Context: an optimization exercise on an open-source flow, tuned for small area and a short achievable clock period. The choices shown serve that exercise and are no tape-out recipe. Function was checked by simulation only, so behaviour that the tests miss may differ from the original. With no activity given, the tool overestimates toggling in this design, so its power and IR-drop figures are unreliable.

==> inputs of v10 <==
## conv2d
module conv2d #(  parameter DATA_WIDTH = 8,  parameter KERNEL_WIDTH = 8,  parameter IMG_WIDTH = 32,  parameter OUT_WIDTH = 21) (
    input  wire                    CLK,
    input  wire                    RST,
    input  wire                    data_valid_in,
    input  wire [DATA_WIDTH-1:0]   data_in,
    input  wire                    load_kernel,
    input  wire [KERNEL_WIDTH-1:0] kernel,
    output wire [OUT_WIDTH-1:0]    data_out,
    output wire                    valid_out,
    output reg                     load_kernel_done);
export LEC_CHECK = 0
export CAP_MARGIN = 20
export CELL_PAD_IN_SITES_DETAIL_PLACEMENT = 1
export CELL_PAD_IN_SITES_GLOBAL_PLACEMENT = 1
export CORE_MARGIN = 2
export CORE_UTILIZATION = 40
export CTS_BUF_LIST = sky130_fd_sc_hd__clkbuf_8
export CTS_CLUSTER_DIAMETER = 60
export CTS_CLUSTER_SIZE = 20
export SLEW_MARGIN = 20
create_clock -name core_clock -period 35.0 [get_ports {CLK}]
standard.sh (not shown) runs the stock make flow with config.mk's settings and CLKGATE_MAP_FILE= SYNTH_SCRIPT=/design/flow/synth_recipe.tcl, a recipe that flattens the netlist after the stock synthesis.
==> flow/flow/run.sh <==
#!/bin/bash
# Own layout flow: the standard ORFS flow (standard.sh), with these changes.
#  2. Repair steps aim for extra setup slack (SETUP_SLACK_MARGIN, from
#     flow/margin.txt), so that the resizer also works on paths that
#     already meet the 35 ns clock.  Gate cloning is off, so that each input
#     port keeps driving its one input buffer only.
#  3. Port buffers are inserted as buf_1; the resizer sizes them up where
#     timing needs it.
# Every tool's output goes to own_flow.log in this folder and to orfs/logs.
set -euo pipefail
W=$(pwd)
bash flow/mksynth.sh synth_recipe.tcl "$W/flow/abc.script" > own_synth.tcl
MARGIN=$(cat flow/margin.txt)
bash standard.sh SYNTH_SCRIPT="$W/own_synth.tcl" SETUP_SLACK_MARGIN="$MARGIN" \
    SKIP_GATE_CLONING=1 BUFFER_PORTS_ARGS="-buffer_cell sky130_fd_sc_hd__buf_1" finish \
    > own_flow.log 2>&1
==> flow/flow/abc.script <==
&get -n
&st
&nf
&put
==> flow/flow/margin.txt <==
20.7
==> flow/flow/mksynth.sh <==
#!/bin/bash
# usage: mksynth.sh synth_recipe.tcl ABC_SCRIPT > own_synth.tcl
# synth_recipe.tcl with -noabc added to every "synth" call and the final ABC
# mapping run with ABC_SCRIPT instead of ORFS's abc_speed/abc_area script.
sed '1s/.*/proc synth {args} { yosys synth -nofsm -noshare -noabc {*}$args }/' "$1" | {
  IFS= read -r first; printf '%s\n' "$first"
  cat <<EOT
proc abc {args} {
  set i [lsearch -exact \$args -script]
  if {\$i >= 0} { set args [lreplace \$args [expr {\$i + 1}] [expr {\$i + 1}] {$2}] }
  yosys abc {*}\$args
}
EOT
  cat; }
==> v32: changes against v10 <==
--- a/flow/design.v
+++ b/flow/design.v
@@ -21,15 +21,13 @@
 localparam NTAP = 4*IMG_WIDTH + 5;        
 localparam PW   = DATA_WIDTH*NTAP;
 localparam KW   = KERNEL_WIDTH*25;
 reg [KW-1:0] kr;
 reg [4:0]    counter_load;
-integer      w;
+wire         k_we = load_kernel & (counter_load < 5'd25);
 always @(posedge CLK)
-    for (w = 0; w < 25; w = w + 1)
-        if (load_kernel && counter_load == w)
-            kr[KERNEL_WIDTH*(24-w) +: KERNEL_WIDTH] <= kernel;
+    if (k_we) kr <= {kr[KW-KERNEL_WIDTH-1:0], kernel};
 always @(posedge CLK or negedge RST)
     if (!RST) counter_load <= 5'd0;
     else if (load_kernel) counter_load <= counter_load + 5'd1;
 always @(posedge CLK or negedge RST)
     if (!RST) load_kernel_done <= 1'b0;
==> flow/flow/run.sh (replaced) <==
#!/bin/bash
set -euo pipefail
W=$(pwd)
sed '1s/.*/proc synth {args} { yosys synth -nofsm -noshare -noabc {*}$args }/' \
    synth_recipe.tcl > own_synth.tcl
MARGIN=$(cat flow/margin.txt 2>/dev/null || echo 0)
bash standard.sh SYNTH_SCRIPT="$W/own_synth.tcl" SETUP_SLACK_MARGIN="$MARGIN" SKIP_GATE_CLONING=1 finish \
    > own_flow.log 2>&1
==> flow/config.mk (replaced) <==
export PLATFORM = sky130hd
export DESIGN_NAME = conv2d
export DESIGN_NICKNAME = conv2d
export VERILOG_FILES = /design/flow/design.v
export SDC_FILE = /design/flow/constraint.sdc
export NUM_CORES = 4
export LEC_CHECK = 0
export ABC_AREA = 1
export CAP_MARGIN = 20
export CORE_MARGIN = 2
export CORE_UTILIZATION = 40
export CTS_BUF_LIST = sky130_fd_sc_hd__clkbuf_8
export CTS_CLUSTER_DIAMETER = 50
export CTS_CLUSTER_SIZE = 16
export SLEW_MARGIN = 20
removed: flow/flow/abc.script
removed: flow/flow/mksynth.sh
==> v4: changes against v10 <==
--- a/flow/design.v
+++ b/flow/design.v
@@ -21,15 +21,13 @@
 localparam NTAP = 4*IMG_WIDTH + 5;        
 localparam PW   = DATA_WIDTH*NTAP;
 localparam KW   = KERNEL_WIDTH*25;
 reg [KW-1:0] kr;
 reg [4:0]    counter_load;
-integer      w;
+wire         k_we = load_kernel & (counter_load < 5'd25);
 always @(posedge CLK)
-    for (w = 0; w < 25; w = w + 1)
-        if (load_kernel && counter_load == w)
-            kr[KERNEL_WIDTH*(24-w) +: KERNEL_WIDTH] <= kernel;
+    if (k_we) kr <= {kr[KW-KERNEL_WIDTH-1:0], kernel};
 always @(posedge CLK or negedge RST)
     if (!RST) counter_load <= 5'd0;
     else if (load_kernel) counter_load <= counter_load + 5'd1;
 always @(posedge CLK or negedge RST)
     if (!RST) load_kernel_done <= 1'b0;
==> flow/flow/margin.txt (replaced) <==
21.0
==> flow/config.mk (replaced) <==
export PLATFORM = sky130hd
export DESIGN_NAME = conv2d
export DESIGN_NICKNAME = conv2d
export VERILOG_FILES = /design/flow/design.v
export SDC_FILE = /design/flow/constraint.sdc
export NUM_CORES = 4
export LEC_CHECK = 0
export CAP_MARGIN = 20
export CORE_MARGIN = 2
export CORE_UTILIZATION = 40
export CTS_BUF_LIST = sky130_fd_sc_hd__clkbuf_8
export CTS_CLUSTER_DIAMETER = 60
export CTS_CLUSTER_SIZE = 20
export PLACE_DENSITY = 0.45
export SLEW_MARGIN = 20
==> run summary <==
run status: complete, no violations
Inverters excl. clock: 649
final routed wire length divided by cell count: 30.1 um
peak clock frequency supported by timing: 70.0 MHz
cell internal pwr: 27.0 mW
multiplexer fraction of the synthesized cell area: 0
Clock power frac: 0.017
vias in the first global route: 47500
multi-input gate share of total cell area: 0.420
Util after Layout: 0.436
unrepaired setup endpoints after global routing: no
Die Footprint: 194000 um^2
Routed Wire Length: 244 mm
fill cell instance count of the final layout: 17000
share of cells above drive strength 1: 0.0594
stage delay of the slowest cell on the critical path: 0.11 ns
initial antenna violation count: 7
fraction of met3 tracks used by global routing: 0.0493
smallest hold slack: 0.401 ns
Source of the figures above: v32

==> run summary <==
run status: complete, no violations
Inverters excl. clock: 13
peak clock frequency supported by timing: 69.5 MHz
initial antenna violation count: 17
Util after Layout: 0.435
Routed Wire Length: 244 mm
final routed wire length divided by cell count: 36.5 um
multiplexer fraction of the synthesized cell area: 0.000612
fraction of met3 tracks used by global routing: 0.0529
Clock power frac: 0.023
vias in the first global route: 44100
multi-input gate share of total cell area: 0.437
Source of the figures above: v10

==> run summary <==
list of cells traversed by the critical path: clkbuf_16 -> and2_4 -> buf_6
run status: complete, no violations
vias in the first global route: 42500
stage delay of the slowest cell on the critical path: 0.13 ns
Die Footprint: 187000 um^2
Clock power frac: 0.018
final routed wire length divided by cell count: 34.0 um
Routed Wire Length: 226 mm
smallest hold slack: 0.368 ns
fraction of met3 tracks used by global routing: 0.0443
Inverters excl. clock: 13
peak clock frequency supported by timing: 69.6 MHz
initial antenna violation count: 5
cell internal pwr: 25.2 mW
Source of the figures above: v4


* * *

==> build 19: inputs <==
RTL: one of the versions met above, not the one the previous note started from.
Settings: LEC_CHECK=0, CAP_MARGIN=20, CELL_PAD_IN_SITES_DETAIL_PLACEMENT=1, CELL_PAD_IN_SITES_GLOBAL_PLACEMENT=1, CORE_MARGIN=2, CORE_UTILIZATION=40, CTS_BUF_LIST=sky130_fd_sc_hd__clkbuf_4, CTS_CLUSTER_DIAMETER=40, CTS_CLUSTER_SIZE=12, SLEW_MARGIN=20; clock period 35.0 ns.
==> flow/flow/run.sh <==
#!/bin/bash
# Own layout flow: the standard ORFS flow (standard.sh), with these changes.
#  2. Repair steps aim for extra setup slack (SETUP_SLACK_MARGIN, from
#     flow/margin.txt), so that the resizer also works on paths that
#     already meet the 35 ns clock.  Gate cloning is off, so that each input
#     port keeps driving its one input buffer only.
#  3. Port buffers are inserted as buf_1; the resizer sizes them up where
#     timing needs it.
# Every tool's output goes to own_flow.log in this folder and to orfs/logs.
set -euo pipefail
W=$(pwd)
bash flow/mksynth.sh synth_recipe.tcl "$W/flow/abc.script" > own_synth.tcl
MARGIN=$(cat flow/margin.txt)
bash standard.sh SYNTH_SCRIPT="$W/own_synth.tcl" SETUP_SLACK_MARGIN="$MARGIN" \
    SKIP_GATE_CLONING=1 BUFFER_PORTS_ARGS="-buffer_cell sky130_fd_sc_hd__buf_1" finish \
    > own_flow.log 2>&1
==> flow/flow/abc.script <==
&get -n
&st
&nf
&put
==> flow/flow/margin.txt <==
20.7
==> flow/flow/mksynth.sh <==
#!/bin/bash
# usage: mksynth.sh synth_recipe.tcl ABC_SCRIPT > own_synth.tcl
# synth_recipe.tcl with -noabc added to every "synth" call and the final ABC
# mapping run with ABC_SCRIPT instead of ORFS's abc_speed/abc_area script.
sed '1s/.*/proc synth {args} { yosys synth -nofsm -noshare -noabc {*}$args }/' "$1" | {
  IFS= read -r first; printf '%s\n' "$first"
  cat <<EOT
proc abc {args} {
  set i [lsearch -exact \$args -script]
  if {\$i >= 0} { set args [lreplace \$args [expr {\$i + 1}] [expr {\$i + 1}] {$2}] }
  yosys abc {*}\$args
}
EOT
  cat; }
==> trial 30: changes against build 19 <==
==> flow/flow/abc.script (replaced) <==
&get -n
&st
&dch
&nf
&put
==> flow/config.mk (replaced) <==
export PLATFORM = sky130hd
export DESIGN_NAME = conv2d
export DESIGN_NICKNAME = conv2d
export VERILOG_FILES = /design/flow/design.v
export SDC_FILE = /design/flow/constraint.sdc
export NUM_CORES = 4
export LEC_CHECK = 0
export CAP_MARGIN = 20
export CORE_MARGIN = 2
export CORE_UTILIZATION = 40
export CTS_BUF_LIST = sky130_fd_sc_hd__clkbuf_8
export CTS_CLUSTER_DIAMETER = 50
export CTS_CLUSTER_SIZE = 18
export SLEW_MARGIN = 20
==> trial 54: changes against build 19 <==
--- a/flow/config.mk
+++ b/flow/config.mk
@@ -10,7 +10,7 @@
 export CELL_PAD_IN_SITES_GLOBAL_PLACEMENT = 1
 export CORE_MARGIN = 2
 export CORE_UTILIZATION = 40
-export CTS_BUF_LIST = sky130_fd_sc_hd__clkbuf_4
-export CTS_CLUSTER_DIAMETER = 40
-export CTS_CLUSTER_SIZE = 12
+export CTS_BUF_LIST = sky130_fd_sc_hd__clkbuf_16
+export CTS_CLUSTER_DIAMETER = 80
+export CTS_CLUSTER_SIZE = 30
 export SLEW_MARGIN = 20
==> comparison table <==
Combinational group power: trial 54 0.0547 W; build 19 0.0546 W; trial 30 0.0520 W
Number of gates given a new drive strength after cts: trial 54 6; build 19 6; trial 30 7
Synthesized area per cell: trial 54 18.6 µm²; build 19 18.6 µm²; trial 30 16.5 µm²
Clk_buf instances: trial 54 81; build 19 224; trial 30 138
Sum of internal, switching and leakage power: trial 54 0.0591 W; build 19 0.0591 W; trial 30 0.0565 W
Die span in x: trial 54 432 µm; build 19 432 µm; trial 30 439 µm
Global-route wire length before repair: trial 54 323 mm; build 19 327 mm; trial 30 317 mm
DR WL met3: trial 54 17.0 mm; build 19 17.5 mm; trial 30 16.9 mm
Outcome: trial 54 timing/DRC/antenna clean; build 19 timing/DRC/antenna clean; trial 30 timing/DRC/antenna clean
Met2 Wirelength: trial 54 104 mm; build 19 105 mm; trial 30 96.6 mm
Smallest setup slack after layout: trial 54 20.63 ns; build 19 20.63 ns; trial 30 20.63 ns
Part of the power in combinational logic: trial 54 0.925; build 19 0.924; trial 30 0.920
Post-DP HPWL: trial 54 175 mm; build 19 175 mm; trial 30 171 mm
TritonCTS buffer count: trial 54 80; build 19 202; trial 30 132
Post-layout instance area: trial 54 79800 µm²; build 19 80100 µm²; trial 30 82200 µm²
FP Rows: trial 54 157; build 19 157; trial 30 159
Via count of the first global-routing pass: trial 54 43900; build 19 44900; trial 30 43700
Portion of total power attributed to the clock network: trial 54 0.019; build 19 0.020; trial 30 0.019
WL met1: trial 54 94.6 mm; build 19 95.9 mm; trial 30 96.6 mm
Clock-net power: trial 54 0.00111 W; build 19 0.00118 W; trial 30 0.00108 W
Total inserted antenna cells: trial 54 1; build 19 10; trial 30 5
Cell area after technology mapping: trial 54 73400 µm²; build 19 73400 µm²; trial 30 75700 µm²
Layout cells sized above 1: trial 54 0.0389; build 19 0.0855; trial 30 0.0487
Share of the synthesized area in compound gates (AO/OA/AOI/OAI): trial 54 0.110; build 19 0.110; trial 30 0.140

==> port drivers added, routing unchanged <==
The results above use ideal ports. As a check the final layouts listed here were re-extracted and re-timed, cells and wires unchanged.
Step 1 (the two cells are an assumption about what drives the block):
set clk [get_ports {CLK}]
set_driving_cell -lib_cell sky130_fd_sc_hd__clkbuf_16 $clk
set_driving_cell -lib_cell sky130_fd_sc_hd__buf_2 [delete_from_list [all_inputs] $clk]
Step 2 times the ports against the registers' clock, not the clock port: input delays grow and output delays shrink by t, the midpoint of the rising clock arrivals with the driver on.
Slacks: no drivers / after step 1 / after step 2; pairs: no drivers / after step 1.
run	t (ns)	setup slack, ns	worst data-port slew with drivers (ns)
v10	1.017	20.613 / 20.574 / 20.574	0.05
v32	1.021	20.710 / 20.651 / 20.651	0.09
v4	0.998	20.640 / 20.600 / 20.600	0.05
build 19	1.349	20.634 / 20.592 / 20.592	0.05
trial 30	1.004	20.632 / 20.591 / 20.591	0.05
trial 54	0.840	20.635 / 20.593 / 20.593	0.05
After both steps every run listed still meets setup and hold. The setup slack of v32, which loses most, moves by -0.059 ns with the drivers and by -0.059 ns with both steps.
